What follows belongs to an exercise in optimizing a design on an open flow for small area, a short achievable clock period and few clock cycles; a production flow would make more cautious choices.
Where RTL was checked, it was by simulation tests only, not by an equivalence proof against the original.

Design sha_top, start of the top module:
module sha_top
(
  input                 clk,
  input                 rst,
  input  logic [32-1:0] stop_sig,
  input  logic [8-1:0]  datain,
  output logic [32-1:0] st_tra,
  output logic          FINISH_FLAG,
  output logic [255:0]  hash
);
function automatic logic [31:0] k(input logic [5:0] n);
  case (n)
    6'd0: k = 32'h428a2f98;
    6'd1: k = 32'h71374491;
    6'd2: k = 32'hb5c0fbcf;
    6'd3: k = 32'he9b5dba5;
    6'd4: k = 32'h3956c25b;
    6'd5: k = 32'h59f111f1;
    6'd6: k = 32'h923f82a4;
    6'd7: k = 32'hab1c5ed5;
    6'd8: k = 32'hd807aa98;
    6'd9: k = 32'h12835b01;
    6'd10: k = 32'h243185be;
    6'd11: k = 32'h550c7dc3;
    6'd12: k = 32'h72be5d74;
    6'd13: k = 32'h80deb1fe;
    6'd14: k = 32'h9bdc06a7;
    6'd15: k = 32'hc19bf174;
    6'd16: k = 32'he49b69c1;
    6'd17: k = 32'hefbe4786;
    6'd18: k = 32'h0fc19dc6;
    6'd19: k = 32'h240ca1cc;
    6'd20: k = 32'h2de92c6f;
    6'd21: k = 32'h4a7484aa;
    6'd22: k = 32'h5cb0a9dc;
    6'd23: k = 32'h76f988da;
    6'd24: k = 32'h983e5152;
    6'd25: k = 32'ha831c66d;
    6'd26: k = 32'hb00327c8;
    6'd27: k = 32'hbf597fc7;
    6'd28: k = 32'hc6e00bf3;
    6'd29: k = 32'hd5a79147;
    6'd30: k = 32'h06ca6351;
    6'd31: k = 32'h14292967;
    6'd32: k = 32'h27b70a85;
    6'd33: k = 32'h2e1b2138;
    6'd34: k = 32'h4d2c6dfc;
    6'd35: k = 32'h53380d13;
    6'd36: k = 32'h650a7354;
    6'd37: k = 32'h766a0abb;
    6'd38: k = 32'h81c2c92e;
    6'd39: k = 32'h92722c85;
    6'd40: k = 32'ha2bfe8a1;
  ...
Size: roughly 4400 cells after synthesis, ~1200 flip-flops, ~330 I/O pins, about 59000 µm² of cells after synthesis.
clock: 13.0 ns
lec_check: 0
cap_margin: 20
core_margin: 2
core_utilization: 45
place_density: 0.6
slew_margin: 20
standard.sh (not shown) runs the stock make flow with config.mk's settings and CLKGATE_MAP_FILE= SYNTH_SCRIPT=/design/flow/synth_recipe.tcl, a recipe that flattens the netlist after the stock synthesis.
==> flow/flow/run.sh <==
#!/bin/bash
# Standard ORFS layout, with timing repair aimed at a setup slack margin of 9.5 ns
# (the clock period and constraints are unchanged).
set -euo pipefail
bash standard.sh SETUP_SLACK_MARGIN=9.5 finish > standard_flow.log 2>&1
The starting point passed the timing, design-rule and antenna checks.
Then changed:
==> flow/flow/run.sh (replaced) <==
#!/bin/bash
# Standard ORFS layout, with timing repair aimed at a setup slack margin of 8.5 ns
# (the clock period and constraints are unchanged).
set -euo pipefail
bash standard.sh SETUP_SLACK_MARGIN=8.5 finish > standard_flow.log 2>&1
- clock skew is lower by 0.012 ns
- count of clock-buffer cells in the layout fell by 3
- non-clock buffer count decreases by 215
- first-iteration DRC count increases by a few percent
No run of this note included a check of the RTL's function; only the layout flow was run.


Another version of the RTL of sha_top (not shown whole).
Size in the first run: ~1200 flip-flops, about 330 I/O pins.
Settings: LEC_CHECK=0, CAP_MARGIN=20, CORE_MARGIN=2, CORE_UTILIZATION=45, PLACE_DENSITY=0.6, SLEW_MARGIN=20; clock period 13.0 ns.
==> flow/flow/run.sh <==
#!/bin/bash
# Standard ORFS layout, with timing repair aimed at a setup slack margin of 7 ns
# (the clock period and constraints are unchanged).
set -euo pipefail
bash standard.sh SETUP_SLACK_MARGIN=7 finish > standard_flow.log 2>&1
The first run completed without violations.
Testbench counts at the start, summed over its fixed seeds: cycles 63,908.
==> next run, changes <==
==> flow/run.sh (new file) <==
#!/bin/bash
# synth_recipe.tcl (not shown) runs the flow's synth.tcl, then flattens the netlist and writes it again
# the make line also repeats each setting of config.mk as NAME=value (left out here)
make -C /OpenROAD-flow-scripts/flow DESIGN_CONFIG=/design/flow/config.mk WORK_HOME=/design/flow/orfs CLKGATE_MAP_FILE= SYNTH_SCRIPT=/design/flow/synth_recipe.tcl finish
removed: flow/flow/run.sh
removed: flow/standard.sh
Result:
- wire length climbs by 0.43%
- cell count stays flat
- global-route usage climbs by 0.15 points
- register-to-register slack got worse by 0.38 ns
- die area is unchanged
==> next run, changes <==
==> flow/flow/run.sh (new file) <==
#!/bin/bash
# Standard ORFS layout, with timing repair aimed at a setup slack margin of 8.5 ns
# (the clock period and constraints are unchanged).
set -euo pipefail
bash standard.sh SETUP_SLACK_MARGIN=8.5 finish > standard_flow.log 2>&1
==> flow/standard.sh (new file) <==
#!/bin/bash
# synth_recipe.tcl (not shown) runs the flow's synth.tcl, then flattens the netlist and writes it again
# the make line also repeats each setting of config.mk as NAME=value (left out here)
make -C /OpenROAD-flow-scripts/flow DESIGN_CONFIG=/design/flow/config.mk WORK_HOME=/design/flow/orfs CLKGATE_MAP_FILE= SYNTH_SCRIPT=/design/flow/synth_recipe.tcl "${@:-finish}"
removed: flow/run.sh
Result:
- The new run completed with no timing, DRC or antenna violations
- wire length came out higher by 1.9%
- die area is unchanged
- register-to-register slack gets better by 1.4 ns
- core utilization increases by 2.5 points
- hold slack stays flat
- non-clock buffer count goes up by 197
- final area went up by 4.8%
- critical path depth is lower by 5
==> next run, changes <==
==> flow/run.sh (new file) <==
#!/bin/bash
# synth_recipe.tcl (not shown) runs the flow's synth.tcl, then flattens the netlist and writes it again
# the make line also repeats each setting of config.mk as NAME=value (left out here)
make -C /OpenROAD-flow-scripts/flow DESIGN_CONFIG=/design/flow/config.mk WORK_HOME=/design/flow/orfs CLKGATE_MAP_FILE= SYNTH_SCRIPT=/design/flow/synth_recipe.tcl finish
ABC_CLOCK_PERIOD_IN_PS = 3000   (was not set)
removed: flow/flow/run.sh
removed: flow/standard.sh
Cell area is lower by 4.6%.
Non-clock buffer count is lower by 197.
Worst setup slack got worse by 1.4 ns.
Maximum frequency fell by 23%.
Cell count is lower by 2.5%.

[port drivers added, routing unchanged]
In the flow no input, the clock included, has a driving cell. The finished layouts below were timed again as built, in two steps.
Step 1 (the two cells are an assumption about what drives the block):
set clk [get_ports {clk}]
set_driving_cell -lib_cell sky130_fd_sc_hd__clkbuf_16 $clk
set_driving_cell -lib_cell sky130_fd_sc_hd__buf_2 [delete_from_list [all_inputs] $clk]
Step 2 adds t to the input delays and takes it off the output delays; t is the mean of the earliest and latest rising clock arrival at the registers after step 1. Input paths then give back, and output paths get back, about the clock's delay inside the block.
Three values: ideal, step 1, step 2; two values: the first two.
run	t (ns)	slack for setup (ns)	worst hold slack (ns)	worst setup path after step 2	clock arrival spread, ns
the first run of note 1	0.847	8.165 / 8.165 / 8.165	0.409 / 0.409 / 0.409	register to register	0.048 / 0.048
the second run of note 1	0.839	8.125 / 8.125 / 8.125	0.399 / 0.399 / 0.399	register to register	0.036 / 0.035
the first run of note 2	0.847	7.268 / 7.268 / 7.268	0.383 / 0.383 / 0.383	register to register	0.064 / 0.063
the second run of note 2	0.848	6.889 / 6.889 / 6.889	0.408 / 0.408 / 0.408	register to register	0.033 / 0.034
the third run of note 2	0.865	8.308 / 8.308 / 7.916	0.405 / 0.405 / 0.405	input to register	0.070 / 0.070
the fourth run of note 2	0.848	6.889 / 6.889 / 6.889	0.408 / 0.408 / 0.408	register to register	0.033 / 0.034
After both steps setup and hold are still met in every run listed. The setup slack of the third run of note 2, which loses most, moves by 0.000 ns with the drivers and by -0.392 ns with both steps.
